Background: an optimization exercise with open tools, aiming at small area, a short achievable clock period and few clock cycles per item. Do not read the settings as production practice.
The RTL was checked by simulation tests, not by an equivalence proof against the original design.
No activity file was given, so power comes from the tool's default toggle rates.

## flow/config.mk

```make
export PLATFORM = sky130hd
export DESIGN_NAME = kalman_filter_v3
export DESIGN_NICKNAME = kalman_filter_v3
export VERILOG_FILES = /design/flow/design.v
export SDC_FILE = /design/flow/constraint.sdc
export NUM_CORES = 4
export LEC_CHECK = 0
export CAP_MARGIN = 20
export CORE_MARGIN = 2
export CORE_UTILIZATION = 40
export PLACE_DENSITY = 0.6
export SLEW_MARGIN = 20
```

## flow/constraint.sdc

```tcl
create_clock -name core_clock -period 12.0 [get_ports {clk}]
set_input_delay 2.4000 -clock core_clock [delete_from_list [all_inputs] [get_ports {clk}]]
set_output_delay 2.4000 -clock core_clock [all_outputs]
set_load 0.01 [all_outputs]
```

## flow/design.v

```verilog
module divider_48cycle (
  input  [30:0] rem,
  input  [30:0] divisor,
  input         bin,
  output        q,
  output [30:0] rem_next
);
  wire [31:0] diff = {1'b0, rem} - {1'b0, divisor};
  assign q = ~diff[31];
  assign rem_next = q ? {diff[29:0], bin} : {rem[29:0], bin};
endmodule
module kalman_filter_v3 (
  input  wire               clk,
  input  wire               rstn,
  input  wire               valid,
  input  wire signed [31:0] I_data_x,
  output wire signed [31:0] O_filter_data_x,
  output reg                finish
);
  localparam [31:0] QV = 32'h0000_1999;
  localparam [3:0] S_IDLE  = 4'd0;
  localparam [3:0] S_R     = 4'd1;
  localparam [3:0] S_V     = 4'd2;
  localparam [3:0] S_FAST  = 4'd3;
  localparam [3:0] S_SLOW1 = 4'd4;
  localparam [3:0] S_SLOW2 = 4'd5;
  localparam [3:0] S_F     = 4'd6;
  localparam [3:0] S_FIN   = 4'd7;
  reg [3:0]  st;
  reg [5:0]  t;
  reg [31:0] x0, xe0, xe1, pe0, pe1, pe2, pe3;
  reg [31:0] z, e;
  reg [2:0]  rc;
  reg [30:0] vd, rem0, rem2;
  reg        sg0, sg2, fastok;
  reg        u31_0, unz_0, u31_2, unz_2;
  reg [47:0] s_x0, c_x0, s_x1, c_x1;
  reg [47:0] s_p0, c_p0, s_p1, c_p1, s_p2, c_p2, s_p3, c_p3;
  wire [31:0] d = x0 - z;
  wire gt40 = d[31] ? (d < (32'h0 - 32'h0028_0000)) : (d > 32'h0028_0000);
  wire gt20 = d[31] ? (d < (32'h0 - 32'h0014_0000)) : (d > 32'h0014_0000);
  wire gt10 = d[31] ? (d < (32'h0 - 32'h000a_0000)) : (d > 32'h000a_0000);
  wire gt5  = d[31] ? (d < (32'h0 - 32'h0005_0000)) : (d > 32'h0005_0000);
  wire gt0  = |d;
  wire [2:0] rc_n = gt40 ? 3'd1 : gt20 ? 3'd2 : gt10 ? 3'd3 :
                    gt5  ? 3'd4 : gt0  ? 3'd5 : 3'd0;
  reg [31:0] rv, rvn;    
  always @(*) begin
    case (rc)
      3'd1:    begin rv = 32'h03e8_0000; rvn = 32'hfc18_0001; end
      3'd2:    begin rv = 32'h07d0_0000; rvn = 32'hf830_0001; end
      3'd3:    begin rv = 32'h0bb8_0000; rvn = 32'hf448_0001; end
      3'd4:    begin rv = 32'h0fa0_0000; rvn = 32'hf060_0001; end
      3'd5:    begin rv = 32'h1388_0000; rvn = 32'hec78_0001; end
      default: begin rv = 32'h0000_0000; rvn = 32'h0000_0001; end
    endcase
  end
  wire [31:0] dsum  = pe0 + rv;
  wire [31:0] dnsum = ~pe0 + rvn;             
  wire [30:0] vd_n  = dsum[31] ? dnsum[30:0] : dsum[30:0];
  wire [30:0] dm0 = pe0[31] ? (~pe0[30:0] + 31'd1) : pe0[30:0];
  wire [30:0] dm2 = pe2[31] ? (~pe2[30:0] + 31'd1) : pe2[30:0];
  wire [31:0] nv0 = {pe0[30], dm0};
  wire [31:0] nv2 = {pe2[30], dm2};
  wire slow = (st == S_SLOW1) | (st == S_SLOW2);
  wire bin0 = slow & ~t[5] & nv0[~t[4:0]];
  wire bin2 = slow & ~t[5] & nv2[~t[4:0]];
  wire q0, q2;
  wire [30:0] rn0, rn2;
  divider_48cycle u_d0 (.rem(rem0), .divisor(vd), .bin(bin0), .q(q0), .rem_next(rn0));
  divider_48cycle u_d2 (.rem(rem2), .divisor(vd), .bin(bin2), .q(q2), .rem_next(rn2));
  wire early = (st == S_SLOW2) & (t < 6'd16);
  wire dg0 = early ? u31_0 : q0;
  wire dg2 = early ? u31_2 : q2;
  wire sp0 = sg0 & ~(u31_0 & ~unz_0);
  wire sp2 = sg2 & ~(u31_2 & ~unz_2);
  function [95:0] acc_step;
    input [47:0] s;
    input [47:0] c;
    input [31:0] m;
    input        ng;
    input        dg;
    reg   [32:0] ms;
    reg   [47:0] a, b, r;
    begin
      ms = {m[31], m} ^ {33{ng}};
      r  = {15'b0, ~(dg & ms[32]), dg ? ms[31:0] : 32'b0};
      a  = {s[46:0], dg & ng};
      b  = {c[46:0], 1'b0};
      acc_step = {a ^ b ^ r, (((a & b) | (a & r) | (b & r)) << 1)};
    end
  endfunction
  wire clr = (st == S_V) | ((st == S_SLOW1) & (t == 6'd47));
  always @(posedge clk) begin
    if (clr) begin
      {s_x0, c_x0} <= 96'b0; {s_x1, c_x1} <= 96'b0;
      {s_p0, c_p0} <= 96'b0; {s_p1, c_p1} <= 96'b0;
      {s_p2, c_p2} <= 96'b0; {s_p3, c_p3} <= 96'b0;
    end else begin
      {s_x0, c_x0} <= acc_step(s_x0, c_x0, e,   sp0, dg0);
      {s_x1, c_x1} <= acc_step(s_x1, c_x1, e,   sp2, dg2);
      {s_p0, c_p0} <= acc_step(s_p0, c_p0, pe0, sp0, dg0);
      {s_p1, c_p1} <= acc_step(s_p1, c_p1, pe1, sp0, dg0);
      {s_p2, c_p2} <= acc_step(s_p2, c_p2, pe0, sp2, dg2);
      {s_p3, c_p3} <= acc_step(s_p3, c_p3, pe1, sp2, dg2);
    end
  end
  wire [16:0] l_x0 = {1'b0, s_x0[15:0]} + {1'b0, c_x0[15:0]};
  wire [16:0] l_x1 = {1'b0, s_x1[15:0]} + {1'b0, c_x1[15:0]};
  wire [16:0] l_p0 = {1'b0, s_p0[15:0]} + {1'b0, c_p0[15:0]};
  wire [16:0] l_p1 = {1'b0, s_p1[15:0]} + {1'b0, c_p1[15:0]};
  wire [16:0] l_p2 = {1'b0, s_p2[15:0]} + {1'b0, c_p2[15:0]};
  wire [16:0] l_p3 = {1'b0, s_p3[15:0]} + {1'b0, c_p3[15:0]};
  always @(posedge clk) begin
    if (!rstn) begin
      st  <= S_IDLE;
      t   <= 6'd0;
      finish <= 1'b0;
      x0  <= 32'h0;
      xe0 <= 32'h0;
      xe1 <= 32'h0;
      pe0 <= 32'h000a_1999;
      pe1 <= 32'h0005_0000;
      pe2 <= 32'h0005_0000;
      pe3 <= 32'h0005_1999;
    end else begin
      finish <= 1'b0;
      case (st)
        S_IDLE: if (valid) st <= S_R;
        S_R:    st <= S_V;
        S_V: begin
          st <= S_FAST;
          t  <= 6'd32;
        end
        S_FAST: begin
          if (t == 6'd32 && (!fastok || q0 || q2)) begin
            st <= S_SLOW1;
            t  <= 6'd0;
          end else begin
            t <= t + 6'd1;
            if (t == 6'd47) st <= S_F;
          end
        end
        S_SLOW1: begin
          t <= (t == 6'd47) ? 6'd0 : t + 6'd1;
          if (t == 6'd47) st <= S_SLOW2;
        end
        S_SLOW2: begin
          t <= t + 6'd1;
          if (t == 6'd47) st <= S_F;
        end
        S_F: begin
          st <= S_FIN;
          finish <= 1'b1;
          x0  <= xe0 + s_x0[47:16] + c_x0[47:16] + 32'h0001_0000 + {31'b0, l_x0[16]};
          xe1 <= xe1 + s_x1[47:16] + c_x1[47:16] + 32'h0001_0000 + {31'b0, l_x1[16]};
          pe0 <= pe0 + ~s_p0[47:16] + ~c_p0[47:16] + 32'hffff_0001 + {31'b0, ~l_p0[16]};
          pe1 <= pe1 + ~s_p1[47:16] + ~c_p1[47:16] + 32'hffff_0001 + {31'b0, ~l_p1[16]};
          pe2 <= pe2 + ~s_p2[47:16] + ~c_p2[47:16] + 32'hffff_0001 + {31'b0, ~l_p2[16]};
          pe3 <= pe3 + ~s_p3[47:16] + ~c_p3[47:16] + 32'hffff_0001 + {31'b0, ~l_p3[16]};
        end
        S_FIN: begin
          st  <= S_IDLE;
          xe0 <= x0 + xe1;
          pe0 <= pe0 + pe1 + pe2 + pe3 + QV;
          pe1 <= pe1 + pe3;
          pe2 <= pe2 + pe3;
          pe3 <= pe3 + QV;
        end
        default: st <= S_IDLE;
      endcase
    end
  end
  always @(posedge clk) begin
    if (st == S_IDLE) z <= I_data_x;
    if (st == S_R) begin
      rc <= rc_n;
      e  <= z - xe0;
    end
    if (st == S_V) begin
      vd     <= vd_n;
      sg0    <= pe0[31] ^ dsum[31];
      sg2    <= pe2[31] ^ dsum[31];
      fastok <= ~pe0[30] & ~pe2[30] & ~vd_n[30];
      u31_0  <= 1'b0;
      u31_2  <= 1'b0;
      unz_0  <= 1'b0;
      unz_2  <= 1'b0;
      rem0   <= dm0;
      rem2   <= dm2;
    end
    if (st == S_FAST || st == S_SLOW1 || st == S_SLOW2) begin
      rem0 <= rn0;
      rem2 <= rn2;
    end
    if ((st == S_FAST && t == 6'd32 && (!fastok || q0 || q2)) ||
        (st == S_SLOW1 && t == 6'd47)) begin
      rem0 <= 31'b0;
      rem2 <= 31'b0;
    end
    if (st == S_SLOW1) begin
      if (t == 6'd16) begin
        u31_0 <= q0;
        u31_2 <= q2;
      end
      if (t > 6'd16) begin
        unz_0 <= unz_0 | q0;
        unz_2 <= unz_2 | q2;
      end
    end
  end
  assign O_filter_data_x = x0;
endmodule
```

## flow/run.sh

```bash
#!/bin/bash
# synth_recipe.tcl (not shown) runs the flow's synth.tcl, then flattens the netlist and writes it again
# the make line also repeats each setting of config.mk as NAME=value (left out here)
make -C /OpenROAD-flow-scripts/flow DESIGN_CONFIG=/design/flow/config.mk WORK_HOME=/design/flow/orfs CLKGATE_MAP_FILE= SYNTH_SCRIPT=/design/flow/synth_recipe.tcl finish
```

==> run summary <==
-- tightest hold or removal path, delay by kind of cell, from the launching register on --
kind            cells  cell delay [ns]
compound gates      1             0.05
flops               1             0.33
simple gates        1             0.06
-- cells in the mapped netlist, types with 60 or more instances --
cell / n
a211oi_1: 100
a21o_1: 195
a21oi_1: 584
and3_1: 593
clkbuf_1: 339
dfxtp_1: 871
edfxtp_1: 101
fa_1: 447
ha_1: 858
inv_1: 583
nand2_1: 506
nand2b_1: 90
nand3_1: 135
nor2_1: 658
nor2b_1: 80
nor3_1: 107
o21a_1: 60
o21ai_0: 379
xnor2_1: 407
xor2_1: 231
-- kinds of logic after synthesis --
kind of cell / share of synthesized area, %
muxes: 0.840
xor gates and xnor gates: 7.56
other: 0.00507
buffers and inverters: 4.98
adders and majority gates: 26.6
DFF: 27.7
AOI/OAI and AO/OA: 16.0
and+or+nand+nor: 16.3
-- flip-flops by register name (all words and copies together), names as in the netlist, 47 cells and up --
signal and count:
s_x0 48, c_x1 47, c_p3 47, c_p0 47, c_x0 47, s_p3 48
s_p0 48, c_p1 47, s_p2 48, c_p2 47, s_x1 48, s_p1 48
-- layout make-up --
type                            instances  area share, %
Antenna cell                            1        0.00309
Clock buffer                          158           4.08
Clock inverter                         63          0.927
Inverter                              604           2.81
Multi-Input combinational cell       6266           61.7
Sequential cell                       972           25.3
Tap cell                             2464           3.81
Timing Repair Buffer                  125           1.43
-- cell usage in the layout, fill, tap and decap left out, types with 135 or more instances in the layout --
| cell type | synthesis | routed |
|---|---|---|
| a21o_1 | 195 | 195 |
| nor2_1 | 658 | 655 |
| nand3_1 | 135 | 135 |
| dfxtp_1 | 871 | 870 |
| xor2_1 | 231 | 231 |
| xnor2_1 | 407 | 406 |
| ha_1 | 858 | 858 |
| inv_1 | 583 | 580 |
| nand2_1 | 506 | 501 |
| a21oi_1 | 584 | 583 |
| o21ai_0 | 379 | 377 |
| fa_1 | 447 | 447 |
| and3_1 | 593 | 593 |
-- final timing paths --
check	to	slack, ns
worst min register to register	xe1[16]	0.49
worst max register to register	pe0[31]	5.33
worst min-delay path	xe1[16]	0.49
worst max-delay path	pe0[31]	5.33
-- report_power, final --
| group | total, mW | internal [mW] | switching, mW |
|---|---|---|---|
| sequential | 4.47 | 3.93 | 0.546 |
| clock | 3.77 | 2.21 | 1.55 |
| combinational | 8.75 | 3.98 | 4.77 |
| total | 17.0 | 10.1 | 6.87 |
-- through the flow --
stage / hold WS, ns / power [mW] / cell area, um2
2_1_floorplan: 0.420 / 11.4 / 73900
3_3_place_gp: 0.459 / 13.1 / 76900
3_5_place_dp: 0.481 / 13.2 / 76900
4_1_cts: 0.490 / 17.1 / 80900
5_1_grt: 0.515 / 18.6 / 80900
6_report: 0.491 / 17.0 / 81000
-- per-layer routing --
metal,GRT usage [%],share of wire (%),up-vias
met5,0,0.0056,-
met4,7.46,3.3,2
met3,2.68,5.2,351
met2,36.2,45,1557
met1,31.8,47,28900
li1,-,-,28600
==> summary.md <==
| Metric | Value |
|---|---|
| Run status | `complete, no violations` |
| Fraction of layout cells with a size suffix above 1 | `4.38%` |
| Initial DRC count | `4191` |
| Worst path bufs/invs | `2` |
| Core area | `183000 um2` |
| Tightest Pin Transition | `1.17 ns` |
| Setup CP Type | `reg -> reg` |
| DRC viols | `0` |
| Post-synth top flop | `dfxtp_1` |
| Sum Neg Setup Slack | `0 ns` |
| Total clock buffers created by CTS | `116` |
| I/O Buffers | `67` |
| Worst path top cell family by delay | `compound AO/OA/AOI/OAI gates` |
| CP startpoint | `s_p0[2]` |
| Pre-CTS setup slack | `5.31 ns` |
| Drt first pass iters | `6` |
| Req. time, crit path | `12.70 ns` |
| Clock Tree Buf Depth | `3` |
| Die Span Y | `434 um` |
| Post-CTS Hold Buffers | `0` |
| RSZ-0062 raised after global routing | `false` |
| Die width | `434 um` |
| WL per Instance | `20.0 um` |
| RD Place Congestion | `0.882` |
| DRT antenna net count | `0` |
| Row cnt | `157` |
| Post-route minimum period | `6.67 ns` |
| Nets@finish | `9425` |
| CP Launch Type | `flop` |
| Clock transition at path regs | `0.06 ns` |
| Synth top area share | `23.6%` |
| Synth Warn # | `1` |
| Skew final | `0.0567 ns` |
| Antenna violations before repair | `4` |
| Count of cell instances traversed by the critical path | `29` |
| Cell mode on critical path | `a21o_1` |
| Root buf cell | `clkbuf_16` |
| Fin crit share | `55.6%` |
| Post-CTS resize count | `0` |
| Number of synthesized register bits | `972` |
| Post-CTS Setup Inserts | `0` |
| CTS Sinks | `972` |
| Vias | `59400` |
| Final std cells w/o fill | `10700` |
| Mean Syn Cell Area | `9.00 um2` |
| Starting Density | `40.3%` |
| Max-Cap Viols | `0` |
| WHS Path Cells | `2` |
| Area leader, netlist | `dfxtp_1` |
| Cell variety after synth | `99` |
| Async SR Flop Fraction | `0%` |
| Slowest stage delay, CP | `0.61 ns` |
| Final Hold Vio Count | `0` |
| Number of enable flip-flop cells after synthesis | `101` |
| Largest net degree at the start of global routing | `272` |
| Pwr Density | `210 nW/um2` |
| Cells after Synth | `8213` |
| Vias in the first global route | `59100` |
| Fillers | `17700` |
| Min-delay worst type | `reg -> reg` |
| First-pass GRT wire length | `339 mm` |
| Highest Clock Rate | `0.150 GHz` |
| Slew Limit Fails | `0` |
| CTS H-tree depth | `3` |
| Max rail drop VDD | `0.000132 V` |
| Worst-path maximum fanout | `4` |
| Setup ws final | `5.33 ns` |
| Routed vias/inst | `5.58` |
| Leak Pwr | `37.2 nW` |
| Routed WL | `213 mm` |
| Final setup vio count | `0` |
| Clock latency (worst-skew pair) | `0.79 ns` |
| Reg2reg path depth | `29` |
| TritonCTS clock tree | `done` |
| Post-Place Cells | `10400` |
| # IOs | `68` |
| Top post-synthesis cells by area | `dfxtp_1 (24%), ha_1 (15%), fa_1 (12%), and3_1 (5.0%), xnor2_1 (4.8%)` |
| Reg2reg start | `s_p0[2]` |
| Syn-to-layout area delta | `9.52%` |
| Post-DP HPWL | `156 mm` |
| Multi-input gate area | `49900 um2` |
| Sequential Area | `20500 um2` |
| Hold wc startpoint | `xe1[16]` |
| Crit. End Element | `flop` |
| Mapped cell area | `73900 um2` |
| Critical path's slowest cell | `a311oi_1` |
| Grt ovf | `0` |
| Seq/Total Area, Yosys | `27.7%` |
| Final Util | `44.2%` |
| Rel. slew slack | `22.1%` |
| Syn_nets | `9553` |
| Crit path arrival time | `7.38 ns` |
| Die area | `188000 um2` |
| All-Layer GR Usage | `22.7%` |
Testbench counts, summed over its fixed seeds: cycles 50,400, items 2,400.

re-timing with driven ports:
Ports are ideal in the flow. The routed layout listed here was re-timed in OpenROAD.
Step 1 assumes that a clkbuf_16 drives the clock port and a buf_2 every other input.
Step 2 times the ports against the registers' clock, not the clock port: input delays grow and output delays shrink by t, the midpoint of the rising clock arrivals with the driver on.
Three values: ideal, step 1, step 2; two values: the first two.
t (ns): 0.849
setup WS [ns]: 5.325 / 5.325 / 5.325
worst data-port slew with drivers (ns): 0.04
cell pins on the clock port's net: 1
After both steps this run still meets setup and hold. The setup slack of this run moves by 0.000 ns with the drivers and by 0.000 ns with both steps.
